Context: an optimization exercise on an open-source flow, tuned for small area, a short achievable clock period and few clock cycles. The choices shown serve that exercise and are no tape-out recipe. RTL that was checked went through simulation tests only; none was proved equivalent to the original. Only the layout flow was run in runs 1, 2 and 5; the RTL was not checked for function there.

===== design.v =====
module triangle (clk, reset, nt, xi, yi, busy, po, xo, yo);
   input clk, reset, nt;
   input [2:0] xi, yi;
   output reg busy, po;
   output reg [2:0] xo, yo;
reg [1:0] ld;            
reg [2:0] Y1, X2, Y2, Y3;
reg [2:0] W;             
reg       rt;            
reg [2:0] xe;            
function [2:0] fdiv;
   input [2:0] w, n, d;
   begin
      case ({w, n, d})
      9'd1: fdiv = 3'd0;
      9'd2: fdiv = 3'd0;
      9'd3: fdiv = 3'd0;
      9'd4: fdiv = 3'd0;
      9'd5: fdiv = 3'd0;
      9'd6: fdiv = 3'd0;
      9'd7: fdiv = 3'd0;
      9'd9: fdiv = 3'd0;
      9'd10: fdiv = 3'd0;
      9'd11: fdiv = 3'd0;
      9'd12: fdiv = 3'd0;
      9'd13: fdiv = 3'd0;
      9'd14: fdiv = 3'd0;
      9'd15: fdiv = 3'd0;
      9'd18: fdiv = 3'd0;
      9'd19: fdiv = 3'd0;
      9'd20: fdiv = 3'd0;
      9'd21: fdiv = 3'd0;
      9'd22: fdiv = 3'd0;
      9'd23: fdiv = 3'd0;
      9'd27: fdiv = 3'd0;
      9'd28: fdiv = 3'd0;
      9'd29: fdiv = 3'd0;
      9'd30: fdiv = 3'd0;
      9'd31: fdiv = 3'd0;
      9'd36: fdiv = 3'd0;
      9'd37: fdiv = 3'd0;
      9'd38: fdiv = 3'd0;
      9'd39: fdiv = 3'd0;
      9'd45: fdiv = 3'd0;
      9'd46: fdiv = 3'd0;
      9'd47: fdiv = 3'd0;
      9'd54: fdiv = 3'd0;
      9'd55: fdiv = 3'd0;
      9'd63: fdiv = 3'd0;
      9'd65: fdiv = 3'd0;
      9'd66: fdiv = 3'd0;
      9'd67: fdiv = 3'd0;
      9'd68: fdiv = 3'd0;
      9'd69: fdiv = 3'd0;
      9'd70: fdiv = 3'd0;
      9'd71: fdiv = 3'd0;
      9'd73: fdiv = 3'd1;
      9'd74: fdiv = 3'd0;
      9'd75: fdiv = 3'd0;
      9'd76: fdiv = 3'd0;
      9'd77: fdiv = 3'd0;
      9'd78: fdiv = 3'd0;
      9'd79: fdiv = 3'd0;
      9'd82: fdiv = 3'd1;
      9'd83: fdiv = 3'd0;
      9'd84: fdiv = 3'd0;
      9'd85: fdiv = 3'd0;
      9'd86: fdiv = 3'd0;
      9'd87: fdiv = 3'd0;
      9'd91: fdiv = 3'd1;
      9'd92: fdiv = 3'd0;
      9'd93: fdiv = 3'd0;
      9'd94: fdiv = 3'd0;
      9'd95: fdiv = 3'd0;
      9'd100: fdiv = 3'd1;
      9'd101: fdiv = 3'd0;
      9'd102: fdiv = 3'd0;
      9'd103: fdiv = 3'd0;
      9'd109: fdiv = 3'd1;
      9'd110: fdiv = 3'd0;
      9'd111: fdiv = 3'd0;
      9'd118: fdiv = 3'd1;
      9'd119: fdiv = 3'd0;
      9'd127: fdiv = 3'd1;
      9'd129: fdiv = 3'd0;
      9'd130: fdiv = 3'd0;
      9'd131: fdiv = 3'd0;
      9'd132: fdiv = 3'd0;
      9'd133: fdiv = 3'd0;
      9'd134: fdiv = 3'd0;
      9'd135: fdiv = 3'd0;
      9'd137: fdiv = 3'd2;
      9'd138: fdiv = 3'd1;
      9'd139: fdiv = 3'd0;
      9'd140: fdiv = 3'd0;
      9'd141: fdiv = 3'd0;
      9'd142: fdiv = 3'd0;
      9'd143: fdiv = 3'd0;
      9'd146: fdiv = 3'd2;
      9'd147: fdiv = 3'd1;
      9'd148: fdiv = 3'd1;
      9'd149: fdiv = 3'd0;
      9'd150: fdiv = 3'd0;
      9'd151: fdiv = 3'd0;
      9'd155: fdiv = 3'd2;
      9'd156: fdiv = 3'd1;
      9'd157: fdiv = 3'd1;
      9'd158: fdiv = 3'd1;
      9'd159: fdiv = 3'd0;
      9'd164: fdiv = 3'd2;
      9'd165: fdiv = 3'd1;
      9'd166: fdiv = 3'd1;
      9'd167: fdiv = 3'd1;
      9'd173: fdiv = 3'd2;
      9'd174: fdiv = 3'd1;
      9'd175: fdiv = 3'd1;
      9'd182: fdiv = 3'd2;
      9'd183: fdiv = 3'd1;
      9'd191: fdiv = 3'd2;
      9'd193: fdiv = 3'd0;
      9'd194: fdiv = 3'd0;
      9'd195: fdiv = 3'd0;
      9'd196: fdiv = 3'd0;
      9'd197: fdiv = 3'd0;
      9'd198: fdiv = 3'd0;
      9'd199: fdiv = 3'd0;
      9'd201: fdiv = 3'd3;
      9'd202: fdiv = 3'd1;
      9'd203: fdiv = 3'd1;
      9'd204: fdiv = 3'd0;
      9'd205: fdiv = 3'd0;
      9'd206: fdiv = 3'd0;
      9'd207: fdiv = 3'd0;
      9'd210: fdiv = 3'd3;
      9'd211: fdiv = 3'd2;
      9'd212: fdiv = 3'd1;
      9'd213: fdiv = 3'd1;
      9'd214: fdiv = 3'd1;
      9'd215: fdiv = 3'd0;
      9'd219: fdiv = 3'd3;
      9'd220: fdiv = 3'd2;
      9'd221: fdiv = 3'd1;
      9'd222: fdiv = 3'd1;
      9'd223: fdiv = 3'd1;
      9'd228: fdiv = 3'd3;
      9'd229: fdiv = 3'd2;
      9'd230: fdiv = 3'd2;
      9'd231: fdiv = 3'd1;
      9'd237: fdiv = 3'd3;
      9'd238: fdiv = 3'd2;
      9'd239: fdiv = 3'd2;
      9'd246: fdiv = 3'd3;
      9'd247: fdiv = 3'd2;
      9'd255: fdiv = 3'd3;
      9'd257: fdiv = 3'd0;
      9'd258: fdiv = 3'd0;
      9'd259: fdiv = 3'd0;
      9'd260: fdiv = 3'd0;
      9'd261: fdiv = 3'd0;
      9'd262: fdiv = 3'd0;
      9'd263: fdiv = 3'd0;
      9'd265: fdiv = 3'd4;
      9'd266: fdiv = 3'd2;
      9'd267: fdiv = 3'd1;
      9'd268: fdiv = 3'd1;
      9'd269: fdiv = 3'd0;
      9'd270: fdiv = 3'd0;
      9'd271: fdiv = 3'd0;
      9'd274: fdiv = 3'd4;
      9'd275: fdiv = 3'd2;
      9'd276: fdiv = 3'd2;
      9'd277: fdiv = 3'd1;
      9'd278: fdiv = 3'd1;
      9'd279: fdiv = 3'd1;
      9'd283: fdiv = 3'd4;
      9'd284: fdiv = 3'd3;
      9'd285: fdiv = 3'd2;
      9'd286: fdiv = 3'd2;
      9'd287: fdiv = 3'd1;
      9'd292: fdiv = 3'd4;
      9'd293: fdiv = 3'd3;
      9'd294: fdiv = 3'd2;
      9'd295: fdiv = 3'd2;
      9'd301: fdiv = 3'd4;
      9'd302: fdiv = 3'd3;
      9'd303: fdiv = 3'd2;
      9'd310: fdiv = 3'd4;
      9'd311: fdiv = 3'd3;
      9'd319: fdiv = 3'd4;
      9'd321: fdiv = 3'd0;
      9'd322: fdiv = 3'd0;
      9'd323: fdiv = 3'd0;
      9'd324: fdiv = 3'd0;
      9'd325: fdiv = 3'd0;
      9'd326: fdiv = 3'd0;
      9'd327: fdiv = 3'd0;
      9'd329: fdiv = 3'd5;
      9'd330: fdiv = 3'd2;
      9'd331: fdiv = 3'd1;
      9'd332: fdiv = 3'd1;
      9'd333: fdiv = 3'd1;
      9'd334: fdiv = 3'd0;
      9'd335: fdiv = 3'd0;
      9'd338: fdiv = 3'd5;
      9'd339: fdiv = 3'd3;
      9'd340: fdiv = 3'd2;
      9'd341: fdiv = 3'd2;
      9'd342: fdiv = 3'd1;
      9'd343: fdiv = 3'd1;
      9'd347: fdiv = 3'd5;
      9'd348: fdiv = 3'd3;
      9'd349: fdiv = 3'd3;
      9'd350: fdiv = 3'd2;
      9'd351: fdiv = 3'd2;
      9'd356: fdiv = 3'd5;
      9'd357: fdiv = 3'd4;
      9'd358: fdiv = 3'd3;
      9'd359: fdiv = 3'd2;
      9'd365: fdiv = 3'd5;
      9'd366: fdiv = 3'd4;
      9'd367: fdiv = 3'd3;
      9'd374: fdiv = 3'd5;
      9'd375: fdiv = 3'd4;
      9'd383: fdiv = 3'd5;
      9'd385: fdiv = 3'd0;
      9'd386: fdiv = 3'd0;
      9'd387: fdiv = 3'd0;
      9'd388: fdiv = 3'd0;
      9'd389: fdiv = 3'd0;
      9'd390: fdiv = 3'd0;
      9'd391: fdiv = 3'd0;
      9'd393: fdiv = 3'd6;
      9'd394: fdiv = 3'd3;
      9'd395: fdiv = 3'd2;
      9'd396: fdiv = 3'd1;
      9'd397: fdiv = 3'd1;
      9'd398: fdiv = 3'd1;
      9'd399: fdiv = 3'd0;
      9'd402: fdiv = 3'd6;
      9'd403: fdiv = 3'd4;
      9'd404: fdiv = 3'd3;
      9'd405: fdiv = 3'd2;
      9'd406: fdiv = 3'd2;
      9'd407: fdiv = 3'd1;
      9'd411: fdiv = 3'd6;
      9'd412: fdiv = 3'd4;
      9'd413: fdiv = 3'd3;
      9'd414: fdiv = 3'd3;
      9'd415: fdiv = 3'd2;
      9'd420: fdiv = 3'd6;
      9'd421: fdiv = 3'd4;
      9'd422: fdiv = 3'd4;
      9'd423: fdiv = 3'd3;
      9'd429: fdiv = 3'd6;
      9'd430: fdiv = 3'd5;
      9'd431: fdiv = 3'd4;
      9'd438: fdiv = 3'd6;
      9'd439: fdiv = 3'd5;
      9'd447: fdiv = 3'd6;
      9'd449: fdiv = 3'd0;
      9'd450: fdiv = 3'd0;
      9'd451: fdiv = 3'd0;
      9'd452: fdiv = 3'd0;
      9'd453: fdiv = 3'd0;
      9'd454: fdiv = 3'd0;
      9'd455: fdiv = 3'd0;
      9'd457: fdiv = 3'd7;
      9'd458: fdiv = 3'd3;
      9'd459: fdiv = 3'd2;
      9'd460: fdiv = 3'd1;
      9'd461: fdiv = 3'd1;
      9'd462: fdiv = 3'd1;
      9'd463: fdiv = 3'd1;
      9'd466: fdiv = 3'd7;
      9'd467: fdiv = 3'd4;
      9'd468: fdiv = 3'd3;
      9'd469: fdiv = 3'd2;
      9'd470: fdiv = 3'd2;
      9'd471: fdiv = 3'd2;
      9'd475: fdiv = 3'd7;
      9'd476: fdiv = 3'd5;
      9'd477: fdiv = 3'd4;
      9'd478: fdiv = 3'd3;
      9'd479: fdiv = 3'd3;
      9'd484: fdiv = 3'd7;
      9'd485: fdiv = 3'd5;
      9'd486: fdiv = 3'd4;
      9'd487: fdiv = 3'd4;
      9'd493: fdiv = 3'd7;
      9'd494: fdiv = 3'd5;
      9'd495: fdiv = 3'd5;
      9'd502: fdiv = 3'd7;
      9'd503: fdiv = 3'd6;
      9'd511: fdiv = 3'd7;
      default: fdiv = 3'bxxx;
      endcase
   end
endfunction
function [2:0] cdiv;
   input [2:0] w, n, d;
   begin
      case ({w, n, d})
      9'd1: cdiv = 3'd0;
      9'd2: cdiv = 3'd0;
      9'd3: cdiv = 3'd0;
      9'd4: cdiv = 3'd0;
      9'd5: cdiv = 3'd0;
      9'd6: cdiv = 3'd0;
      9'd7: cdiv = 3'd0;
      9'd9: cdiv = 3'd0;
      9'd10: cdiv = 3'd0;
      9'd11: cdiv = 3'd0;
      9'd12: cdiv = 3'd0;
      9'd13: cdiv = 3'd0;
      9'd14: cdiv = 3'd0;
      9'd15: cdiv = 3'd0;
      9'd18: cdiv = 3'd0;
      9'd19: cdiv = 3'd0;
      9'd20: cdiv = 3'd0;
      9'd21: cdiv = 3'd0;
      9'd22: cdiv = 3'd0;
      9'd23: cdiv = 3'd0;
      9'd27: cdiv = 3'd0;
      9'd28: cdiv = 3'd0;
      9'd29: cdiv = 3'd0;
      9'd30: cdiv = 3'd0;
      9'd31: cdiv = 3'd0;
      9'd36: cdiv = 3'd0;
      9'd37: cdiv = 3'd0;
      9'd38: cdiv = 3'd0;
      9'd39: cdiv = 3'd0;
      9'd45: cdiv = 3'd0;
      9'd46: cdiv = 3'd0;
      9'd47: cdiv = 3'd0;
      9'd54: cdiv = 3'd0;
      9'd55: cdiv = 3'd0;
      9'd63: cdiv = 3'd0;
      9'd65: cdiv = 3'd0;
      9'd66: cdiv = 3'd0;
      9'd67: cdiv = 3'd0;
      9'd68: cdiv = 3'd0;
      9'd69: cdiv = 3'd0;
      9'd70: cdiv = 3'd0;
      9'd71: cdiv = 3'd0;
      9'd73: cdiv = 3'd1;
      9'd74: cdiv = 3'd1;
      9'd75: cdiv = 3'd1;
      9'd76: cdiv = 3'd1;
      9'd77: cdiv = 3'd1;
      9'd78: cdiv = 3'd1;
      9'd79: cdiv = 3'd1;
      9'd82: cdiv = 3'd1;
      9'd83: cdiv = 3'd1;
      9'd84: cdiv = 3'd1;
      9'd85: cdiv = 3'd1;
      9'd86: cdiv = 3'd1;
      9'd87: cdiv = 3'd1;
      9'd91: cdiv = 3'd1;
      9'd92: cdiv = 3'd1;
      9'd93: cdiv = 3'd1;
      9'd94: cdiv = 3'd1;
      9'd95: cdiv = 3'd1;
      9'd100: cdiv = 3'd1;
      9'd101: cdiv = 3'd1;
      9'd102: cdiv = 3'd1;
      9'd103: cdiv = 3'd1;
      9'd109: cdiv = 3'd1;
      9'd110: cdiv = 3'd1;
      9'd111: cdiv = 3'd1;
      9'd118: cdiv = 3'd1;
      9'd119: cdiv = 3'd1;
      9'd127: cdiv = 3'd1;
      9'd129: cdiv = 3'd0;
      9'd130: cdiv = 3'd0;
      9'd131: cdiv = 3'd0;
      9'd132: cdiv = 3'd0;
      9'd133: cdiv = 3'd0;
      9'd134: cdiv = 3'd0;
      9'd135: cdiv = 3'd0;
      9'd137: cdiv = 3'd2;
      9'd138: cdiv = 3'd1;
      9'd139: cdiv = 3'd1;
      9'd140: cdiv = 3'd1;
      9'd141: cdiv = 3'd1;
      9'd142: cdiv = 3'd1;
      9'd143: cdiv = 3'd1;
      9'd146: cdiv = 3'd2;
      9'd147: cdiv = 3'd2;
      9'd148: cdiv = 3'd1;
      9'd149: cdiv = 3'd1;
      9'd150: cdiv = 3'd1;
      9'd151: cdiv = 3'd1;
      9'd155: cdiv = 3'd2;
      9'd156: cdiv = 3'd2;
      9'd157: cdiv = 3'd2;
      9'd158: cdiv = 3'd1;
      9'd159: cdiv = 3'd1;
      9'd164: cdiv = 3'd2;
      9'd165: cdiv = 3'd2;
      9'd166: cdiv = 3'd2;
      9'd167: cdiv = 3'd2;
      9'd173: cdiv = 3'd2;
      9'd174: cdiv = 3'd2;
      9'd175: cdiv = 3'd2;
      9'd182: cdiv = 3'd2;
      9'd183: cdiv = 3'd2;
      9'd191: cdiv = 3'd2;
      9'd193: cdiv = 3'd0;
      9'd194: cdiv = 3'd0;
      9'd195: cdiv = 3'd0;
      9'd196: cdiv = 3'd0;
      9'd197: cdiv = 3'd0;
      9'd198: cdiv = 3'd0;
      9'd199: cdiv = 3'd0;
      9'd201: cdiv = 3'd3;
      9'd202: cdiv = 3'd2;
      9'd203: cdiv = 3'd1;
      9'd204: cdiv = 3'd1;
      9'd205: cdiv = 3'd1;
      9'd206: cdiv = 3'd1;
      9'd207: cdiv = 3'd1;
      9'd210: cdiv = 3'd3;
      9'd211: cdiv = 3'd2;
      9'd212: cdiv = 3'd2;
      9'd213: cdiv = 3'd2;
      9'd214: cdiv = 3'd1;
      9'd215: cdiv = 3'd1;
      9'd219: cdiv = 3'd3;
      9'd220: cdiv = 3'd3;
      9'd221: cdiv = 3'd2;
      9'd222: cdiv = 3'd2;
      9'd223: cdiv = 3'd2;
      9'd228: cdiv = 3'd3;
      9'd229: cdiv = 3'd3;
      9'd230: cdiv = 3'd2;
      9'd231: cdiv = 3'd2;
      9'd237: cdiv = 3'd3;
      9'd238: cdiv = 3'd3;
      9'd239: cdiv = 3'd3;
      9'd246: cdiv = 3'd3;
      9'd247: cdiv = 3'd3;
      9'd255: cdiv = 3'd3;
      9'd257: cdiv = 3'd0;
      9'd258: cdiv = 3'd0;
      9'd259: cdiv = 3'd0;
      9'd260: cdiv = 3'd0;
      9'd261: cdiv = 3'd0;
      9'd262: cdiv = 3'd0;
      9'd263: cdiv = 3'd0;
      9'd265: cdiv = 3'd4;
      9'd266: cdiv = 3'd2;
      9'd267: cdiv = 3'd2;
      9'd268: cdiv = 3'd1;
      9'd269: cdiv = 3'd1;
      9'd270: cdiv = 3'd1;
      9'd271: cdiv = 3'd1;
      9'd274: cdiv = 3'd4;
      9'd275: cdiv = 3'd3;
      9'd276: cdiv = 3'd2;
      9'd277: cdiv = 3'd2;
      9'd278: cdiv = 3'd2;
      9'd279: cdiv = 3'd2;
      9'd283: cdiv = 3'd4;
      9'd284: cdiv = 3'd3;
      9'd285: cdiv = 3'd3;
      9'd286: cdiv = 3'd2;
      9'd287: cdiv = 3'd2;
      9'd292: cdiv = 3'd4;
      9'd293: cdiv = 3'd4;
      9'd294: cdiv = 3'd3;
      9'd295: cdiv = 3'd3;
      9'd301: cdiv = 3'd4;
      9'd302: cdiv = 3'd4;
      9'd303: cdiv = 3'd3;
      9'd310: cdiv = 3'd4;
      9'd311: cdiv = 3'd4;
      9'd319: cdiv = 3'd4;
      9'd321: cdiv = 3'd0;
      9'd322: cdiv = 3'd0;
      9'd323: cdiv = 3'd0;
      9'd324: cdiv = 3'd0;
      9'd325: cdiv = 3'd0;
      9'd326: cdiv = 3'd0;
      9'd327: cdiv = 3'd0;
      9'd329: cdiv = 3'd5;
      9'd330: cdiv = 3'd3;
      9'd331: cdiv = 3'd2;
      9'd332: cdiv = 3'd2;
      9'd333: cdiv = 3'd1;
      9'd334: cdiv = 3'd1;
      9'd335: cdiv = 3'd1;
      9'd338: cdiv = 3'd5;
      9'd339: cdiv = 3'd4;
      9'd340: cdiv = 3'd3;
      9'd341: cdiv = 3'd2;
      9'd342: cdiv = 3'd2;
      9'd343: cdiv = 3'd2;
      9'd347: cdiv = 3'd5;
      9'd348: cdiv = 3'd4;
      9'd349: cdiv = 3'd3;
      9'd350: cdiv = 3'd3;
      9'd351: cdiv = 3'd3;
      9'd356: cdiv = 3'd5;
      9'd357: cdiv = 3'd4;
      9'd358: cdiv = 3'd4;
      9'd359: cdiv = 3'd3;
      9'd365: cdiv = 3'd5;
      9'd366: cdiv = 3'd5;
      9'd367: cdiv = 3'd4;
      9'd374: cdiv = 3'd5;
      9'd375: cdiv = 3'd5;
      9'd383: cdiv = 3'd5;
      9'd385: cdiv = 3'd0;
      9'd386: cdiv = 3'd0;
      9'd387: cdiv = 3'd0;
      9'd388: cdiv = 3'd0;
      9'd389: cdiv = 3'd0;
      9'd390: cdiv = 3'd0;
      9'd391: cdiv = 3'd0;
      9'd393: cdiv = 3'd6;
      9'd394: cdiv = 3'd3;
      9'd395: cdiv = 3'd2;
      9'd396: cdiv = 3'd2;
      9'd397: cdiv = 3'd2;
      9'd398: cdiv = 3'd1;
      9'd399: cdiv = 3'd1;
      9'd402: cdiv = 3'd6;
      9'd403: cdiv = 3'd4;
      9'd404: cdiv = 3'd3;
      9'd405: cdiv = 3'd3;
      9'd406: cdiv = 3'd2;
      9'd407: cdiv = 3'd2;
      9'd411: cdiv = 3'd6;
      9'd412: cdiv = 3'd5;
      9'd413: cdiv = 3'd4;
      9'd414: cdiv = 3'd3;
      9'd415: cdiv = 3'd3;
      9'd420: cdiv = 3'd6;
      9'd421: cdiv = 3'd5;
      9'd422: cdiv = 3'd4;
      9'd423: cdiv = 3'd4;
      9'd429: cdiv = 3'd6;
      9'd430: cdiv = 3'd5;
      9'd431: cdiv = 3'd5;
      9'd438: cdiv = 3'd6;
      9'd439: cdiv = 3'd6;
      9'd447: cdiv = 3'd6;
      9'd449: cdiv = 3'd0;
      9'd450: cdiv = 3'd0;
      9'd451: cdiv = 3'd0;
      9'd452: cdiv = 3'd0;
      9'd453: cdiv = 3'd0;
      9'd454: cdiv = 3'd0;
      9'd455: cdiv = 3'd0;
      9'd457: cdiv = 3'd7;
      9'd458: cdiv = 3'd4;
      9'd459: cdiv = 3'd3;
      9'd460: cdiv = 3'd2;
      9'd461: cdiv = 3'd2;
      9'd462: cdiv = 3'd2;
      9'd463: cdiv = 3'd1;
      9'd466: cdiv = 3'd7;
      9'd467: cdiv = 3'd5;
      9'd468: cdiv = 3'd4;
      9'd469: cdiv = 3'd3;
      9'd470: cdiv = 3'd3;
      9'd471: cdiv = 3'd2;
      9'd475: cdiv = 3'd7;
      9'd476: cdiv = 3'd6;
      9'd477: cdiv = 3'd5;
      9'd478: cdiv = 3'd4;
      9'd479: cdiv = 3'd3;
      9'd484: cdiv = 3'd7;
      9'd485: cdiv = 3'd6;
      9'd486: cdiv = 3'd5;
      9'd487: cdiv = 3'd4;
      9'd493: cdiv = 3'd7;
      9'd494: cdiv = 3'd6;
      9'd495: cdiv = 3'd5;
      9'd502: cdiv = 3'd7;
      9'd503: cdiv = 3'd6;
      9'd511: cdiv = 3'd7;
      default: cdiv = 3'bxxx;
      endcase
   end
endfunction
wire [2:0] ymax = (Y2 > Y3) ? Y2 : Y3;
wire [2:0] yn   = yo + 3'd1;
wire       up   = yn > Y2;
wire [2:0] n    = up ? yn - Y2 : Y2 - yn;
wire [2:0] dou  = up ? Y3 - Y2 : Y2 - Y1;
wire [2:0] din  = up ? Y1 - Y2 : Y2 - Y3;
wire       tip  = (yn < Y1) || (yn > Y3);
wire [2:0] vlo  = cdiv(W, n, dou);
wire [2:0] vhi  = tip ? fdiv(W, n, din) : W;
wire       empty = vlo > vhi;
wire [2:0] nlo  = rt ? X2 - vhi : X2 + vlo;
wire [2:0] nhi  = rt ? X2 - vlo : X2 + vhi;
always @(posedge clk or posedge reset) begin
   if (reset) begin
      busy <= 1'b0; po <= 1'b0; ld <= 2'd0;
   end else if (nt) begin
      busy <= 1'b1; po <= 1'b0; ld <= 2'd1;
   end else if (ld == 2'd1) begin
      ld <= 2'd2; po <= 1'b1;
   end else if (ld != 2'd0) begin
      if (ld == 2'd2) ld <= 2'd3;
      if (ld == 2'd2 && Y2 < Y1) begin
         po <= 1'b0;                  
      end else if (xo != xe) begin
         po <= 1'b1;
         if (xo + 3'd1 == xe && yo == ymax) begin
            busy <= 1'b0; ld <= 2'd0;
         end
      end else begin
         po <= !empty;
         if (vlo == vhi && yn == ymax) begin
            busy <= 1'b0; ld <= 2'd0;
         end
      end
   end else begin
      po <= 1'b0;
   end
end
always @(posedge clk) begin
   if (nt) begin
      xo <= xi; Y1 <= yi;             
   end else if (ld == 2'd1) begin
      W  <= (xi > xo) ? xi - xo : xo - xi;
      rt <= xi > xo;
      X2 <= xi; Y2 <= yi; Y3 <= 3'd7;
      if (yi < Y1) begin
         xo <= xi; xe <= xi; yo <= yi;
      end else if (yi == Y1) begin
         xo <= (xi > xo) ? xo : xi; xe <= (xi > xo) ? xi : xo; yo <= yi;
      end else begin
         xe <= xo; yo <= Y1;
      end
   end else if (ld != 2'd0) begin
      if (ld == 2'd2) Y3 <= yi;
      if (ld == 2'd2 && Y2 < Y1) begin
      end else if (xo != xe) begin
         xo <= xo + 3'd1;
      end else begin
         yo <= yn;
         xe <= nhi;
         xo <= empty ? nhi : nlo;
      end
   end
end
endmodule

===== run.sh =====
#!/bin/bash
# synth_recipe.tcl (not shown) runs the flow's synth.tcl, then flattens the netlist and writes it again
# the make line also repeats each setting of config.mk as NAME=value (left out here)
make -C /OpenROAD-flow-scripts/flow DESIGN_CONFIG=/design/flow/config.mk WORK_HOME=/design/flow/orfs CLKGATE_MAP_FILE= SYNTH_SCRIPT=/design/flow/synth_recipe.tcl finish

===== config.mk =====
export PLATFORM = sky130hd
export DESIGN_NAME = triangle
export DESIGN_NICKNAME = triangle
export VERILOG_FILES = /design/flow/design.v
export SDC_FILE = /design/flow/constraint.sdc
export NUM_CORES = 4
export LEC_CHECK = 0
export CAP_MARGIN = 20
export CORE_MARGIN = 2
export CORE_UTILIZATION = 40
export SLEW_MARGIN = 20

===== constraint.sdc =====
create_clock -name core_clock -period 6.0 [get_ports {clk}]
set_input_delay 1.2000 -clock core_clock [delete_from_list [all_inputs] [get_ports {clk}]]
set_output_delay 1.2000 -clock core_clock [all_outputs]
set_load 0.01 [all_outputs]

==> flow_metrics.tcl, run 1 <==
set metrics [dict create \
    grt_setup_unrepaired "yes" \
    drive_gt1_share_pct 12.6 \
    drt.antenna.violating_nets 0 \
    viasPerCell 6.07 \
    finish.instance_area_sq_um 5290 \
    core_area_sq_um 11400 \
    crit_type "reg -> reg" \
    gr-total-overflow 0 \
    syn_inst 571 \
    netlist_area_sq_um 4690 \
    finalNetCount 660 \
    worst_setup_path_start_kind "flop" \
    avgSynthCellArea_sq_um 8.22 \
    cts_hold_buf 0 \
    cts_buffers 5 \
    synth_most_common_cell "ha_1" \
    hpwl_um 10000 \
    crit_path_end_kind "flop" \
    grt_usage_pct 20.2 \
    io_buffers 16 \
    drv_cap 0 \
    slew_headroom_pct 29.1 \
    syn_to_final_growth_pct 12.7 \
    worstMarginPinSlew_ns 1.05 \
    drv_slew 0 \
    synth_top_area_share_pct 16.0 \
    worstPathArrival_ns 5.75 \
    synth-edff-count 25 \
    h-tree-depth 2 \
    dr.pass1.iters 5 \
    status "complete, no violations" \
    yosysWarnings 1 \
    hold_class "reg -> reg" \
    grt_pass1_vias 4106 \
    grt_first_pass_wirelength_um 21100 \
    drc 0 \
    fin_setup_tns_ns 0 \
    final_util_pct 46.3 \
    final.period_utilization_pct 95.5 \
    num_vias 4440 \
    cts_tree "built" \
    grt_antenna_before_repair 0 \
    post-place-cells 724 \
    die_area_sq_um 12600 \
    root_buffer "clkbuf_16" \
    drtIter0Drc 416 \
    final-seq-area_sq_um 851 \
    required_ns 6.02 \
    wl_um 13100 \
    diodes 0 \
    grt_start_max_net_pins 49 \
    cts.sinks 29 \
    fin_skew_ns 0.00185 \
    clk_pin_slew_ns 0.05 \
    nFillCells 1141 \
    ys_async_sr_fraction_pct 13.8 \
    multi_input_area_sq_um 3530 \
    synth_ff_type "edfxtp_1" \
    yosys-top-cells-area "edfxtp_1 (16%), ha_1 (14%), mux2i_1 (5.5%)" \
    cp_max_fo 9 \
    postPlaceCellArea_sq_um 5060 \
    setup-violations-final 0 \
    die_x_um 112 \
    place_congestion 0.968 \
    layoutNonFillerInstCount 732 \
    worstSkewPairLatency_ns 0.27 \
    synth-seq-area-share_pct 18.1 \
    start_util_pct 41.1 \
    synth_seq_cells 29 \
    hold_violations 0 \
    io_pins 17 \
    cts_buffer_depth 2 \
    synth_fp_nets 643 \
    synth.cells.most_frequent "ha_1 (53), inv_1 (49), nor2_1 (43)" \
    wl_per_cell_um 17.9 \
    die_y_um 112 \
    yosys.area.top_type "edfxtp_1" \
    fmax_mhz 175 \
    synth.distinct_cells 81 \
    layout_min_cycle_time_ns 5.73 \
    rows 39 \
]
-- registers in the layout, indices dropped and copies added, names as in the netlist --
register	cells
X2	3
xe	3
rt	1
xo	3
W	3
Y1	3
ld	2
busy	1
Y3	3
po	1
yo	3
Y2	3
-- per-stage QoR --
stage                     hold slack [ns]  setup slack, ns
after floorplan                     0.513            0.335
after global placement              0.494            0.303
after detailed placement            0.503            0.209
after CTS                           0.523            0.189
after global routing                0.560           -0.144
final                               0.519            0.270
-- area by class of cell --
class	instances	area share [%]
clock buffers	7	2.70
clock inverters	1	0.568
inverters	52	3.69
multi-input cells	457	66.7
flip-flops and latches	29	16.1
well taps	143	3.38
repair buffers	43	6.86
-- worst max-delay path, stage by stage, from the launching register on --
cell and delay [ns]:
edfxtp_1 0.43, ha_1 0.40, inv_1 0.08, fa_1 0.68, mux2_4 0.22, o32ai_2 0.08
a21o_2 0.25, nor3_2 0.57, o21ai_0 0.23, o32ai_1 0.17, nand2_1 0.08, o211ai_1 0.13
nand3b_1 0.10, o211ai_1 0.17, inv_1 0.08, ha_1 0.27, nor2_1 0.04, a21o_1 0.17
fa_1 0.42, xor2_2 0.18, xnor2_1 0.18, xnor2_1 0.15, nor3_1 0.07, o31ai_1 0.25
nand2_1 0.07
-- per-layer routing --
metal | track usage (%) | wire, um | vias to the layer above
met1 | 28.2 | 5960 | 2096
li1 | - | - | 2139
met4 | 5.69 | 312 | 0
met5 | 0 | 0 | -
met2 | 33.3 | 6130 | 175
met3 | 2.27 | 679 | 30
-- placed cells by master (no fill, tap or decap), types with 6 or more instances in the layout --
master           Yosys  routed
buf_4                1      27
nor3_1              11      11
o21ai_0             39      39
a221oi_1             7       7
xnor2_1             13      13
a31oi_1             18      17
nor2_1              43      43
a21oi_1             37      37
ha_1                53      51
fa_1                10      10
o211ai_1            10      10
a21o_1               9       9
nand2_1             37      37
mux2i_1             26      26
and3_1               6       6
clkdlybuf4s50_1      0      16
edfxtp_1            25      25
xor2_1              11      10
nand3_1             13      13
inv_1               49      49
-- worst paths after layout --
path,from,to,slack [ns],cells after the start
worst max-delay path,yo[1],xo[2],0.27,24
worst min-delay path,busy,busy,0.52,2
worst max register to register,yo[1],xo[2],0.27,24
worst min register to register,busy,busy,0.52,2
max in group asynchronous,reset,po,4.75,2
min in group asynchronous,reset,ld[1],1.10,2
-- kinds of logic after synthesis --
| group | after synthesis | synth area share, % |
|---|---|---|
| simple gates | 148 | 15.4 |
| fa+ha+maj | 63 | 18.4 |
| flops | 29 | 18.1 |
| mux | 31 | 6.91 |
| buf+inv | 85 | 7.95 |
| xor+xnor | 24 | 4.48 |
| compound gates | 191 | 28.7 |
-- what timing repair did --
action	in CTS	in global routing
gates resized for setup	0	10
endpoints found under the setup margin	0	4
setup buffers	0	0
==> inputs of run 2 (changes only) <==
--- a/config.mk
+++ b/config.mk
@@ -5,6 +5,7 @@
 export SDC_FILE = /design/flow/constraint.sdc
 export NUM_CORES = 4
 export LEC_CHECK = 0
+export ABC_AREA = 1
 export CAP_MARGIN = 20
 export CORE_MARGIN = 2
 export CORE_UTILIZATION = 40
==> flow_metrics.tcl, run 2 <==
set metrics [dict create \
    synth_ff_type "edfxtp_1" \
    synth.cells.most_frequent "nand2_1 (146), inv_1 (87), nand3_1 (64)" \
    drt.antenna.violating_nets 0 \
    dr.pass1.iters 5 \
    grt_antenna_before_repair 0 \
    cpPeakStageDelay_ns 0.48 \
    crit_path_end_kind "flop" \
    worst_setup_path_start_kind "flop" \
    rows 38 \
    h-tree-depth 2 \
    final.period_utilization_pct 91.4 \
    drc 0 \
    wl_per_cell_um 14.7 \
    fin_skew_ns 0.00921 \
    drv_cap 0 \
    io_buffers 16 \
    nFillCells 1140 \
    worstSkewPairLatency_ns 0.28 \
    grt_first_pass_wirelength_um 19600 \
    grt_pass1_vias 4122 \
    synth-edff-count 25 \
    core_area_sq_um 10700 \
    start_util_pct 40.6 \
    synth-xor-area-share_pct 4.02 \
    yosys.area_share.simple_pct 28.9 \
    synth_compound_area_share_pct 16.8 \
    fin_setup_tns_ns 0 \
    cts_buffer_depth 2 \
    finalNetCount 712 \
    io_pins 17 \
    cts_buffers 5 \
    avgSynthCellArea_sq_um 6.88 \
    yosysWarnings 1 \
    worstPathArrival_ns 5.52 \
    critPathMostFrequentCell "nand2_1" \
    synth_seq_cells 29 \
    crit_type "reg -> reg" \
    cts.sinks 29 \
    setup-violations-final 0 \
    wl_um 11500 \
    gr-total-overflow 0 \
    drv_slew 0 \
    die_area_sq_um 11800 \
    synth.area.mux_share_pct 0.459 \
    yosys-top-cells-area "edfxtp_1 (17%), ha_1 (15%), nand2_1 (13%)" \
    die_y_um 108 \
    required_ns 6.03 \
    final_cell_mix "nand2_1 (146), inv_1 (87), nand3_1 (64), ha_1 (53), o21ai_0 (48)" \
    slew_headroom_pct 30.7 \
    synth_fp_nets 706 \
    netlist_area_sq_um 4360 \
    cp_slowest_cell "edfxtp_1" \
    hold_violations 0 \
    worstMarginPinSlew_ns 1.04 \
    clk_pin_slew_ns 0.06 \
    synth_top_family_by_area "simple AND/OR/NAND/NOR gates" \
    root_buffer "clkbuf_8" \
    yosys.area.top_type "edfxtp_1" \
    hold_class "reg -> reg" \
    cts_tree "built" \
    synth-seq-area-share_pct 19.5 \
    syn_inst 634 \
    synthAdderAreaFrac_pct 19.8 \
    drive_gt1_share_pct 6.24 \
    viasPerCell 5.50 \
    final-seq-area_sq_um 851 \
    drtIter0Drc 336 \
    hpwl_um 8910 \
    cts_hold_buf 0 \
    fmax_mhz 182 \
    cp_max_fo 14 \
    synth_most_common_cell "nand2_1" \
    grt_start_max_net_pins 31 \
    layout_min_cycle_time_ns 5.48 \
    grt_usage_pct 20.3 \
    die_x_um 108 \
    status "complete, no violations" \
    finalHoldWorstSlack_ns 0.509 \
    num_vias 4295 \
    synth_top_area_share_pct 17.2 \
    synth.distinct_cells 46 \
    ys_async_sr_fraction_pct 13.8 \
    diodes 0 \
    multi_input_area_sq_um 3060 \
    place_congestion 0.956 \
    syn_to_final_growth_pct 7.98 \
    final_common_cell "nand2_1" \
    grt_setup_unrepaired "no" \
]
run 2: stage by stage:
stage / util (%) / instance area, sq um / worst slack (ns) / instances
3_5_place_dp: 42.8 / 4600 / 0.414 / 770
6_report: 43.8 / 4710 / 0.517 / 781
2_1_floorplan: - / 4360 / 1.23 / 634
5_1_grt: 43.8 / 4710 / 0.0561 / 781
4_1_cts: 43.6 / 4680 / 0.404 / 778
3_3_place_gp: 42.8 / 4600 / 0.514 / 770
run 2: cell type report:
cell class,instances,area share [%]
Clock buffer,6,1.54
Clock inverter,2,0.213
Inverter,92,7.33
Multi-Input combinational cell,491,64.9
Sequential cell,29,18.1
Tap cell,140,3.72
Timing Repair Buffer,21,4.20
run 2: final timing paths:
path                       start    end  slack, ns  cells after the start
max                        yo[0]  xo[2]       0.52                     29
min                        ld[1]     po       0.51                      1
max reg2reg                yo[0]  xo[2]       0.52                     29
min reg2reg                ld[1]     po       0.51                      1
max in group asynchronous  reset  ld[1]       4.75                      2
min in group asynchronous  reset   busy       1.10                      2
run 2: what timing repair did:
action,CTS,global route
setup endpoints to repair,0,3
buffers inserted,0,3
resized for setup,0,2
run 2: routing by layer:
layer | track usage (%) | share of wire [%] | vias to the layer above
met4 | 6.14 | 1.8 | 0
met5 | 0 | 0 | -
met1 | 27.2 | 46 | 1970
met3 | 2.29 | 6.1 | 18
li1 | - | - | 2138
met2 | 34.4 | 46 | 169
run 2: cells by family after synthesis:
group	after synthesis
compound gates	129
xor+xnor	20
fa+ha+maj	63
buf+inv	114
flops	29
mux	2
simple gates	277
run 2: worst max-delay path, delay by kind of cell, from the launching register on:
| family | cells | cell delay (ns) |
|---|---|---|
| and+or+nand+nor | 15 | 1.74 |
| DFF | 1 | 0.48 |
| xor gates and xnor gates | 2 | 0.38 |
| adders and majority gates | 5 | 1.63 |
| buffers and inverters | 2 | 0.33 |
| AOI/OAI and AO/OA | 5 | 0.68 |
==> inputs of run 3 (changes only) <==
--- a/design.v
+++ b/design.v
@@ -8,6 +8,8 @@
 reg [2:0] W;             
 reg       rt;            
 reg [2:0] xe;            
+reg [2:0] svl, svh;      
+reg       fresh;         
 function [2:0] fdiv;
    input [2:0] w, n, d;
    begin
@@ -585,17 +587,19 @@
    end
 endfunction
 wire [2:0] ymax = (Y2 > Y3) ? Y2 : Y3;
-wire [2:0] yn   = yo + 3'd1;
-wire       up   = yn > Y2;
-wire [2:0] n    = up ? yn - Y2 : Y2 - yn;
+wire       run  = ld == 2'd3;
+wire       adv  = run && !fresh && xo == xe;    
+wire       sem  = svl > svh;                    
+wire [2:0] slo  = rt ? X2 - svh : X2 + svl;
+wire [2:0] shi  = rt ? X2 - svl : X2 + svh;
+wire [2:0] rq   = yo + (fresh ? 3'd1 : 3'd2);
+wire       up   = rq > Y2;
+wire [2:0] n    = up ? rq - Y2 : Y2 - rq;
 wire [2:0] dou  = up ? Y3 - Y2 : Y2 - Y1;
 wire [2:0] din  = up ? Y1 - Y2 : Y2 - Y3;
-wire       tip  = (yn < Y1) || (yn > Y3);
+wire       tip  = (rq < Y1) || (rq > Y3);
 wire [2:0] vlo  = cdiv(W, n, dou);
 wire [2:0] vhi  = tip ? fdiv(W, n, din) : W;
-wire       empty = vlo > vhi;
-wire [2:0] nlo  = rt ? X2 - vhi : X2 + vlo;
-wire [2:0] nhi  = rt ? X2 - vlo : X2 + vhi;
 always @(posedge clk or posedge reset) begin
    if (reset) begin
       busy <= 1'b0; po <= 1'b0; ld <= 2'd0;
@@ -603,18 +607,20 @@
       busy <= 1'b1; po <= 1'b0; ld <= 2'd1;
    end else if (ld == 2'd1) begin
       ld <= 2'd2; po <= 1'b1;
-   end else if (ld != 2'd0) begin
-      if (ld == 2'd2) ld <= 2'd3;
-      if (ld == 2'd2 && Y2 < Y1) begin
-         po <= 1'b0;                  
-      end else if (xo != xe) begin
+   end else if (ld == 2'd2) begin
+      ld <= 2'd3;
+      po <= Y2 == Y1;                 
+   end else if (ld == 2'd3) begin
+      if (xo != xe) begin
          po <= 1'b1;
          if (xo + 3'd1 == xe && yo == ymax) begin
             busy <= 1'b0; ld <= 2'd0;
          end
+      end else if (fresh) begin
+         po <= 1'b0;
       end else begin
-         po <= !empty;
-         if (vlo == vhi && yn == ymax) begin
+         po <= !sem;
+         if (!sem && svl == svh && yo + 3'd1 == ymax) begin
             busy <= 1'b0; ld <= 2'd0;
          end
       end
@@ -623,12 +629,16 @@
    end
 end
 always @(posedge clk) begin
+   if (fresh || adv) begin
+      svl <= vlo; svh <= vhi;
+   end
    if (nt) begin
       xo <= xi; Y1 <= yi;             
    end else if (ld == 2'd1) begin
       W  <= (xi > xo) ? xi - xo : xo - xi;
       rt <= xi > xo;
       X2 <= xi; Y2 <= yi; Y3 <= 3'd7;
+      fresh <= 1'b1;
       if (yi < Y1) begin
          xo <= xi; xe <= xi; yo <= yi;
       end else if (yi == Y1) begin
@@ -636,15 +646,18 @@
       end else begin
          xe <= xo; yo <= Y1;
       end
-   end else if (ld != 2'd0) begin
-      if (ld == 2'd2) Y3 <= yi;
-      if (ld == 2'd2 && Y2 < Y1) begin
-      end else if (xo != xe) begin
+   end else if (ld == 2'd2) begin
+      Y3 <= yi;
+      fresh <= Y2 <= Y1;
+      if (Y2 == Y1) xo <= xo + 3'd1;
+   end else if (ld == 2'd3) begin
+      fresh <= 1'b0;
+      if (xo != xe) begin
          xo <= xo + 3'd1;
-      end else begin
-         yo <= yn;
-         xe <= nhi;
-         xo <= empty ? nhi : nlo;
+      end else if (!fresh) begin
+         yo <= yo + 3'd1;
+         xe <= shi;
+         xo <= sem ? shi : slo;
       end
    end
 end
==> flow_metrics.tcl, run 3 <==
set metrics [dict create \
    drive_gt1_share_pct 4.61 \
    yosysWarnings 1 \
    fin_skew_ns 0.00985 \
    finalHoldWorstSlack_ns 0.536 \
    rrSetupSlack_ns 1.66 \
    grt_usage_pct 21.2 \
    die_x_um 110 \
    hold_class "reg -> reg" \
    dr.pass1.iters 5 \
    cts_buffers 5 \
    clk_pin_slew_ns 0.06 \
    rows 38 \
    synth-seq-area-share_pct 23.5 \
    avgSynthCellArea_sq_um 7.02 \
    diodes 0 \
    yosys.area.top_type "edfxtp_1" \
    cp_max_fo 21 \
    core_area_sq_um 10900 \
    drv_cap 0 \
    wl_um 12100 \
    finalNetCount 724 \
    viasPerCell 5.40 \
    worstSkewPairLatency_ns 0.28 \
    io_buffers 16 \
    worst_setup_path_start_kind "flop" \
    ys_async_sr_fraction_pct 11.1 \
    grt_pass1_vias 4234 \
    wl_met2_um 5940 \
    root_buffer "clkbuf_16" \
    slew_headroom_pct 29.9 \
    die_y_um 110 \
    required_ns 6.03 \
    syn_inst 644 \
    syn_to_final_growth_pct 8.82 \
    synth_fp_nets 718 \
    hold_violations 0 \
    drtIter0Drc 270 \
    synth_ff_type "edfxtp_1" \
    hpwl_um 9520 \
    wl_per_cell_um 15.3 \
    cts_hold_buf 0 \
    synth.distinct_cells 42 \
    cts_buffer_depth 2 \
    fmax_mhz 231 \
    yosys-top-cells-area "edfxtp_1 (21%), ha_1 (15%), nand2_1 (13%)" \
    ctsResizeCount 0 \
    grt_first_pass_wirelength_um 20300 \
    start_util_pct 41.4 \
    layout_min_cycle_time_ns 4.34 \
    h-tree-depth 2 \
    crit_type "reg -> reg" \
    synth_top_area_share_pct 21.2 \
    synth_seq_cells 36 \
    grt_setup_unrepaired "no" \
    final.period_utilization_pct 72.3 \
    drt.antenna.violating_nets 0 \
    netlist_area_sq_um 4520 \
    postCtsSetupBuffers 0 \
    top_layer "met4" \
    worstMarginPinSlew_ns 1.05 \
    place_congestion 0.886 \
    io_pins 17 \
    gr-total-overflow 0 \
    dr_wl_met3_um 596 \
    crit_path_end_kind "flop" \
    grt_antenna_before_repair 0 \
    worstPathArrival_ns 4.37 \
    status "complete, no violations" \
    synth.cells.most_frequent "nand2_1 (158), inv_1 (87), nand3_1 (64)" \
    synth-edff-count 32 \
    die_area_sq_um 12200 \
    final_util_pct 45.0 \
    synth_most_common_cell "nand2_1" \
    grt_start_max_net_pins 27 \
    num_vias 4270 \
    setup-violations-final 0 \
    drc 0 \
    cts_tree "built" \
    wl_met1_um 5250 \
    cts.sinks 36 \
    drv_slew 0 \
    final_common_cell "nand2_1" \
    fin_setup_tns_ns 0 \
    final_cell_mix "nand2_1 (158), inv_1 (87), nand3_1 (64), ha_1 (54), o21ai_0 (50)" \
]
run 3: cell types whose count changed in the layout (fill, tap and decap cells not counted), moves of 4 or more:
cell	before	now
nand4_1	7	3
xnor2_1	7	13
edfxtp_1	25	32
buf_4	5	1
nand3_2	5	1
nor2_1	32	46
a21oi_1	39	33
clkbuf_16	0	5
nand2_1	146	158
clkbuf_8	5	1
run 3: cell type report:
class	instances	area, sq um
clock buffers	7	143
clock inverters	1	7.51
fillers	1130	6010
inverters	92	345
multi-input cells	498	3020
flip-flops and latches	36	1060
well taps	140	175
repair buffers	17	168
run 3: path summary, 6_finish.rpt:
check | depth (start not counted) | from | to
setup / recovery | 21 | yo[0] | svh[0]
hold / removal | 2 | ld[1] | ld[1]
setup reg to reg | 21 | yo[0] | svh[0]
hold reg to reg | 2 | ld[1] | ld[1]
max in group asynchronous | 2 | reset | po
min in group asynchronous | 2 | reset | busy
run 3: kinds of logic (layout without fill, tap and decap cells):
logic type	count (synthesis)	in the layout	synth area share [%]
AOI/OAI and AO/OA	119	119	15.1
xor gates and xnor gates	24	24	4.65
adders and majority gates	65	65	19.8
buffers and inverters	110	117	9.71
DFF	36	36	23.5
muxes	2	2	0.443
and+or+nand+nor	288	288	26.9
run 3: critical path: stages, from the launching register on:
cell and delay [ns]:
edfxtp_1 0.44, ha_1 0.17, inv_1 0.04, fa_1 0.37
xnor2_1 0.30, ha_1 0.37, a21oi_1 0.18, nand2_2 0.13
nand2_2 0.27, nand2_1 0.08, nand2_1 0.57, nor2_1 0.36
nand2_1 0.17, nand3_1 0.10, nand2_1 0.08, nand2_1 0.05
nor2_1 0.10, nand2_1 0.06, nand3_1 0.07, nand3_1 0.08
nand2_1 0.06, inv_1 0.03
run 3: per-stage QoR:
step                      setup slack [ns]  area [sq um]  instances
after CTS                             1.74          4920        791
after global routing                  1.27          4920        791
after detailed placement              1.77          4770        783
after floorplan                       2.38          4520        644
final                                 1.66          4920        791
after global placement                1.80          4770        783
run 3: layer usage:
layer / vias to the layer above / track usage, %
li1: 2134 / -
met1: 1970 / 27.2
met2: 144 / 37.2
met3: 22 / 2.41
met4: 0 / 6.70
met5: - / 0
Testbench counts of run 3, summed over its fixed seeds: cycles 5,273.
==> inputs of run 4 (changes only) <==
--- a/config.mk
+++ b/config.mk
@@ -9,4 +9,5 @@
 export CAP_MARGIN = 20
 export CORE_MARGIN = 2
 export CORE_UTILIZATION = 40
+export SETUP_SLACK_MARGIN = 2.2
 export SLEW_MARGIN = 20
==> flow_metrics.tcl, run 4 <==
set metrics [dict create \
    status "complete, no violations" \
    io_pins 17 \
    wl_per_cell_um 15.6 \
    final_cell_mix "nand2_1 (155), inv_1 (85), nand3_1 (63), ha_1 (51), o21ai_0 (48)" \
    netlist_area_sq_um 4520 \
    viasPerCell 5.43 \
    synth_seq_cells 36 \
    final-seq-area_sq_um 1060 \
    root_buffer "clkbuf_16" \
    setup-violations-final 0 \
    drv_slew 0 \
    grt_first_pass_wirelength_um 20500 \
    drv_cap 0 \
    cts_tree "built" \
    slew_headroom_pct 30.1 \
    final.period_utilization_pct 61.2 \
    cts_buffers 5 \
    rows 38 \
    synth-seq-area-share_pct 23.5 \
    syn_to_final_growth_pct 14.4 \
    synth.distinct_cells 42 \
    cpPeakStageDelay_ns 0.56 \
    critPathBufInv 5 \
    die_x_um 110 \
    multi_input_area_sq_um 3180 \
    final.setup.worst_slack_ns 2.33 \
    diodes 0 \
    hold_class "reg -> reg" \
    grt_start_max_net_pins 27 \
    dp_slack_ns 1.77 \
    fin_setup_tns_ns 0 \
    num_vias 4358 \
    die_area_sq_um 12200 \
    core_area_sq_um 10900 \
    worstMarginPinSlew_ns 1.04 \
    cp_slowest_cell "fa_2" \
    final_common_cell "nand2_1" \
    drive_gt1_share_pct 9.05 \
    yosys.area.top_type "edfxtp_1" \
    cp_top_family "adder cells" \
    syn_inst 644 \
    die_y_um 110 \
    layout_min_cycle_time_ns 3.67 \
    drtIter0Drc 358 \
    grt_usage_pct 21.4 \
    yosysWarnings 1 \
    nFillCells 1116 \
    synth.cells.most_frequent "nand2_1 (158), inv_1 (87), nand3_1 (64)" \
    hpwl_um 9520 \
    dr.pass1.iters 5 \
    fin_skew_ns 0.0102 \
    drt.antenna.violating_nets 0 \
    grt_antenna_before_repair 0 \
    synth-edff-count 32 \
    synth_top_area_share_pct 21.2 \
    grt_setup_unrepaired "yes" \
    hold_violations 0 \
    ys_async_sr_fraction_pct 11.1 \
    h-tree-depth 2 \
    worst_setup_path_start_kind "flop" \
    required_ns 6.03 \
    avgSynthCellArea_sq_um 7.02 \
    crit_type "reg -> reg" \
    synth_fp_nets 718 \
    worstSkewPairLatency_ns 0.28 \
    yosys-top-cells-area "edfxtp_1 (21%), ha_1 (15%), nand2_1 (13%)" \
    finalHoldWorstSlack_ns 0.536 \
    cts.sinks 36 \
    synth_ff_type "edfxtp_1" \
    clk_pin_slew_ns 0.06 \
    cp_max_fo 8 \
    finalNetCount 736 \
    cp_cell_sequence "ha_1 -> inv_1 -> fa_2 -> inv_2 -> ha_4 -> nand3_2 -> nand2_4 -> nand2_8 -> clkbuf_4 -> o21ai_4 -> ha_4 -> nor2_4 -> inv_1 -> o211ai_1 -> nor2_2 -> inv_1 -> nand3_1 -> nand3_1 -> nand3_1 -> nand2_1" \
    worstPathArrival_ns 3.70 \
    gr-total-overflow 0 \
    synth_most_common_cell "nand2_1" \
    start_util_pct 41.4 \
    grt_pass1_vias 4257 \
    io_buffers 16 \
    crit_path_end_kind "flop" \
    wl_um 12500 \
    place_congestion 0.886 \
    drc 0 \
    fmax_mhz 272 \
    cts_buffer_depth 2 \
]
==> run 4: cell counts after synthesis <==
No cell type changed its count.
==> run 4: area by class of cell <==
| cell class | count | area share (%) |
|---|---|---|
| clock buffer | 7 | 2.76 |
| clock inverter | 1 | 0.145 |
| timing repair buffer | 29 | 5.05 |
| inverter | 92 | 6.77 |
| multi-input combinational | 498 | 61.4 |
| tap | 140 | 3.39 |
| sequential | 36 | 20.5 |
==> run 4: path summary, 6_finish.rpt <==
path / from / to / slack (ns) / cells after the start
min in group asynchronous: reset / busy / 1.09 / 2
max in group asynchronous: reset / po / 4.76 / 2
worst min register to register: ld[1] / ld[1] / 0.54 / 2
worst min-delay path: ld[1] / ld[1] / 0.54 / 2
worst max register to register: fresh / svl[1] / 2.33 / 20
worst max-delay path: fresh / svl[1] / 2.33 / 20
==> run 4: timing repair <==
item / in CTS / in global routing
pin swaps: 1 / 8
setup buffers: 2 / 10
endpoints found under the setup margin: 6 / 6
hold buffers: 0 / 0
resized for setup: 7 / 29
==> run 4: per-layer routing <==
layer	vias up	routed length, um	GRT usage, %
met5	-	0	0
met4	0	309	6.79
met3	24	566	2.47
met2	127	6200	37.6
met1	2052	5440	27.4
li1	2155	-	-
==> run 4: worst reg2reg max path: stages, from the launching register on <==
cell	delay, ns
edfxtp_1	0.40
ha_1	0.16
inv_1	0.05
fa_2	0.56
inv_2	0.08
ha_4	0.30
nand3_2	0.10
nand2_4	0.11
nand2_8	0.07
clkbuf_4	0.20
o21ai_4	0.30
ha_4	0.22
nor2_4	0.05
inv_1	0.09
o211ai_1	0.13
nor2_2	0.20
inv_1	0.06
nand3_1	0.08
nand3_1	0.09
nand3_1	0.11
nand2_1	0.06
==> run 4: cells by family after synthesis <==
| family | Yosys count | synth area share, % |
|---|---|---|
| and+or+nand+nor | 288 | 26.9 |
| AOI/OAI and AO/OA | 119 | 15.1 |
| buffers and inverters | 110 | 9.71 |
| adders and majority gates | 65 | 19.8 |
| DFF | 36 | 23.5 |
| xor gates and xnor gates | 24 | 4.65 |
| muxes | 2 | 0.443 |
==> run 4: stage by stage <==
stage | instances | cell area (sq um) | utilization, %
floorplan | 644 | 4520 | -
global route | 803 | 5170 | 47.3
finish | 803 | 5170 | 47.3
global placement | 783 | 4770 | 43.6
CTS | 793 | 4970 | 45.5
detailed placement | 783 | 4770 | 43.6
==> inputs of run 5 (changes only) <==
--- a/design.v
+++ b/design.v
@@ -4,12 +4,14 @@
    output reg busy, po;
    output reg [2:0] xo, yo;
 reg [1:0] ld;            
-reg [2:0] Y1, X2, Y2, Y3;
+reg [2:0] X2, Y2, Y3;
 reg [2:0] W;             
 reg       rt;            
 reg [2:0] xe;            
 reg [2:0] svl, svh;      
 reg       fresh;         
+reg [2:0] n, dou, din;
+reg       up;
 function [2:0] fdiv;
    input [2:0] w, n, d;
    begin
@@ -592,14 +594,12 @@
 wire       sem  = svl > svh;                    
 wire [2:0] slo  = rt ? X2 - svh : X2 + svl;
 wire [2:0] shi  = rt ? X2 - svl : X2 + svh;
-wire [2:0] rq   = yo + (fresh ? 3'd1 : 3'd2);
-wire       up   = rq > Y2;
-wire [2:0] n    = up ? rq - Y2 : Y2 - rq;
-wire [2:0] dou  = up ? Y3 - Y2 : Y2 - Y1;
-wire [2:0] din  = up ? Y1 - Y2 : Y2 - Y3;
-wire       tip  = (rq < Y1) || (rq > Y3);
+wire       tip  = n < din;                      
 wire [2:0] vlo  = cdiv(W, n, dou);
 wire [2:0] vhi  = tip ? fdiv(W, n, din) : W;
+wire       nz   = n == 3'd0;
+wire       eq12 = up && din == 3'd0;            
+wire       take = adv || (fresh && (run || (ld == 2'd2 && !up)));
 always @(posedge clk or posedge reset) begin
    if (reset) begin
       busy <= 1'b0; po <= 1'b0; ld <= 2'd0;
@@ -609,7 +609,7 @@
       ld <= 2'd2; po <= 1'b1;
    end else if (ld == 2'd2) begin
       ld <= 2'd3;
-      po <= Y2 == Y1;                 
+      po <= eq12;                     
    end else if (ld == 2'd3) begin
       if (xo != xe) begin
          po <= 1'b1;
@@ -632,24 +632,38 @@
    if (fresh || adv) begin
       svl <= vlo; svh <= vhi;
    end
+   if (take) begin
+      n  <= (up || nz) ? n + 3'd1 : n - 3'd1;
+      up <= up || nz;
+      if (!up && nz) begin            
+         dou <= ((ld == 2'd2) ? yi : Y3) - Y2; din <= 3'd0;
+      end
+   end
    if (nt) begin
-      xo <= xi; Y1 <= yi;             
+      xo <= xi; yo <= yi;             
    end else if (ld == 2'd1) begin
       W  <= (xi > xo) ? xi - xo : xo - xi;
       rt <= xi > xo;
       X2 <= xi; Y2 <= yi; Y3 <= 3'd7;
       fresh <= 1'b1;
-      if (yi < Y1) begin
+      if (yi > yo) begin              
+         up <= 1'b0; n <= yi - yo - 3'd1; dou <= yi - yo; din <= 3'd0;
+      end else begin                  
+         up <= 1'b1; n <= 3'd1; din <= yo - yi;
+      end
+      if (yi < yo) begin
          xo <= xi; xe <= xi; yo <= yi;
-      end else if (yi == Y1) begin
-         xo <= (xi > xo) ? xo : xi; xe <= (xi > xo) ? xi : xo; yo <= yi;
+      end else if (yi == yo) begin
+         xo <= (xi > xo) ? xo : xi; xe <= (xi > xo) ? xi : xo;
       end else begin
-         xe <= xo; yo <= Y1;
+         xe <= xo;
       end
    end else if (ld == 2'd2) begin
       Y3 <= yi;
-      fresh <= Y2 <= Y1;
-      if (Y2 == Y1) xo <= xo + 3'd1;
+      if (up) dou <= yi - Y2;
+      else din <= (Y2 > yi) ? Y2 - yi : 3'd0;
+      fresh <= up;
+      if (eq12) xo <= xo + 3'd1;
    end else if (ld == 2'd3) begin
       fresh <= 1'b0;
       if (xo != xe) begin
--- a/config.mk
+++ b/config.mk
@@ -9,5 +9,5 @@
 export CAP_MARGIN = 20
 export CORE_MARGIN = 2
 export CORE_UTILIZATION = 40
-export SETUP_SLACK_MARGIN = 2.2
+export SETUP_SLACK_MARGIN = 3.0
 export SLEW_MARGIN = 20
==> flow_metrics.tcl, run 5 <==
set metrics [dict create \
    drv_slew 0 \
    synth_most_common_cell "nand2_1" \
    crit_start "yi[2]" \
    num_vias 4603 \
    rrSetupSlack_ns 3.25 \
    drc 0 \
    cp_cell_sequence "clkdlybuf4s50_1 -> inv_1 -> ha_4 -> nand2_1 -> o21ai_0 -> o21ai_0 -> nor4_1 -> o21ai_0 -> o211ai_1" \
    fin_skew_ns 0.00640 \
    syn_inst 681 \
    finish.instance_area_sq_um 5230 \
    status "complete, no violations" \
    worstPathArrival_ns 3.15 \
    worstMarginPinSlew_ns 0.720 \
    cpPeakStageDelay_ns 0.59 \
    worstSkewPairLatency_ns 0.29 \
    grt_pass1_vias 4438 \
    postPlaceCellArea_sq_um 4950 \
    synth-edff-count 29 \
    gr-total-overflow 0 \
    post-place-cells 823 \
    finalNetCount 752 \
    netlist_area_sq_um 4690 \
    drv_cap 0 \
    diodes 0 \
    slew_headroom_pct 52.0 \
    crit_type "in -> reg" \
    start_util_pct 41.1 \
    grt_first_pass_wirelength_um 22000 \
    wl_per_cell_um 16.1 \
    die_x_um 112 \
    place_congestion 0.891 \
    final_cell_mix "nand2_1 (157), inv_1 (80), nand3_1 (61), nor2_1 (57), o21ai_0 (57)" \
    syn_to_final_growth_pct 11.3 \
    cts_tree "built" \
    finalHoldWorstSlack_ns 0.474 \
    synth-seq-area-share_pct 24.9 \
    viasPerCell 5.54 \
    avgSynthCellArea_sq_um 6.89 \
    setup-violations-final 0 \
    grt_usage_pct 21.5 \
    hpwl_um 10300 \
    cp_slowest_cell "clkdlybuf4s50_1" \
    rows 39 \
    h-tree-depth 2 \
    core_area_sq_um 11400 \
    cts_buffers 5 \
    fin_setup_tns_ns 0 \
    root_buffer "clkbuf_16" \
    die_area_sq_um 12600 \
    io_pins 17 \
    cts_hold_buf 0 \
    synth.distinct_cells 48 \
    ys_async_sr_fraction_pct 9.30 \
    required_ns 6.21 \
    dr.pass1.iters 5 \
    hold_class "reg -> reg" \
    r2r-start "ld[0]" \
    worst_setup_path_start_kind "input port" \
    clk_pin_slew_ns 0.06 \
    cts.sinks 43 \
    io_buffers 16 \
    final.period_utilization_pct 49.0 \
    yosys-top-cells-area "edfxtp_1 (19%), nand2_1 (13%), ha_1 (12%)" \
    final_common_cell "nand2_1" \
    critPathMostFrequentCell "o21ai_0" \
    drtIter0Drc 332 \
    hold_violations 0 \
    grt_start_max_net_pins 22 \
    r2r-end "dou[2]" \
    postCtsSetupBuffers 0 \
    synth_ff_type "edfxtp_1" \
    crit_path_end_kind "flop" \
    wl_um 13400 \
    drive_gt1_share_pct 7.70 \
    synth_seq_cells 43 \
    die_y_um 112 \
    layoutNonFillerInstCount 831 \
    worst-r2r-cell-count 13 \
    synth_fp_nets 746 \
    grt_setup_unrepaired "yes" \
    drt.antenna.violating_nets 0 \
    fmax_mhz 340 \
    grt_antenna_before_repair 0 \
    cp_max_fo 5 \
    yosys.area.top_type "edfxtp_1" \
    crit_path_end "din[1]" \
    yosysWarnings 1 \
    whs_path_depth 2 \
    nFillCells 1186 \
    layout_min_cycle_time_ns 2.94 \
    synth.cells.most_frequent "nand2_1 (157), inv_1 (81), nand3_1 (61)" \
    synth_top_area_share_pct 18.6 \
    cts_buffer_depth 2 \
]
==> run 5: cell types whose count changed in the layout (fill, tap and decap cells not counted), moves of 6 or more <==
cell             previous run  this run
o21ai_0                    48        57
ha_1                       51        42
nor2_1                     43        57
clkdlybuf4s50_1            16        10
buf_4                      11         3
o211ai_1                    5        11
nor3_1                      2         8
dfxtp_1                     0        10
==> run 5: how the worst min path moves through the flow <==
stage                      from    end  slack (ns)
final                      busy   busy        0.47
after global routing       busy   busy        0.51
after CTS                  busy   busy        0.48
after detailed placement   busy   busy        0.47
after global placement     busy   busy        0.46
after floorplan           ld[1]  ld[1]        0.49
==> run 5: cell type report <==
type,count,area [sq um],area share [%]
Multi-Input combinational cell,527,3160,60.5
Sequential cell,43,1170,22.4
Inverter,91,342,6.54
Timing Repair Buffer,19,181,3.47
Tap cell,143,179,3.42
Clock buffer,6,129,2.47
Clock inverter,2,60.1,1.15
==> run 5: timing repair <==
item / in CTS / in global routing
setup endpoints to repair: 23 / 14
gates resized for setup: 17 / 14
pin swaps: 2 / 4
==> run 5: per-layer routing <==
metal	GRT usage, %	vias up	share of wire, %
met5	0	-	0
met4	4.72	0	0.96
met3	2.21	14	5.8
met2	35.4	145	46
met1	30.6	2153	47
li1	-	2291	-
==> run 5: stage by stage <==
stage,setup slack [ns],util [%]
floorplan,3.18,-
detailed placement,2.16,43.4
global route,2.95,45.8
global placement,2.24,43.4
CTS,3.01,45.5
finish,3.06,45.8
==> run 5: worst max-delay path, delay by kind of cell <==
| kind | cells | cell delay, ns |
|---|---|---|
| fa+ha+maj | 1 | 0.31 |
| simple gates | 2 | 0.32 |
| compound gates | 4 | 0.59 |
| buf+inv | 2 | 0.72 |
==> run 5: kinds of logic (layout without fill, tap and decap cells) <==
group | Yosys count | in the layout | share of synthesized area, %
AOI/OAI and AO/OA | 142 | 142 | 17.2
adders and majority gates | 56 | 56 | 16.5
xor gates and xnor gates | 18 | 18 | 3.36
buffers and inverters | 111 | 118 | 9.51
and+or+nand+nor | 310 | 310 | 28.3
muxes | 1 | 1 | 0.213
DFF | 43 | 43 | 24.9

==> separate check: timing with driven ports <==
In the flow no input, the clock included, has a driving cell. The finished layouts below were timed again as built, in two steps.
Step 1, drivers: a clkbuf_16 drives clk and a buf_2 each remaining input, both assumed.
Step 2 moves the port delays by t, midway between the first and last clock arrival at a register: inputs arrive t later, outputs are due t later. That takes back most of the time a late clock gives input paths.
Three values: ideal, step 1, step 2; two values: the first two.
run | t, ns | setup slack, ns | latest minus earliest clock arrival (ns) | pins driven straight from the clock port
run 1 | 0.302 | 0.270 / 0.270 / 0.270 | 0.002 / 0.002 | 1
run 2 | 0.304 | 0.517 / 0.517 / 0.517 | 0.009 / 0.010 | 1
run 3 | 0.314 | 1.662 / 1.662 / 1.662 | 0.010 / 0.010 | 1
run 4 | 0.314 | 2.330 / 2.330 / 2.160 | 0.010 / 0.010 | 1
run 5 | 0.320 | 3.060 / 3.076 / 2.756 | 0.006 / 0.007 | 1
After both steps setup and hold are still met in every run listed. The setup slack of run 5, which loses most, moves by +0.016 ns with the drivers and by -0.304 ns with both steps.
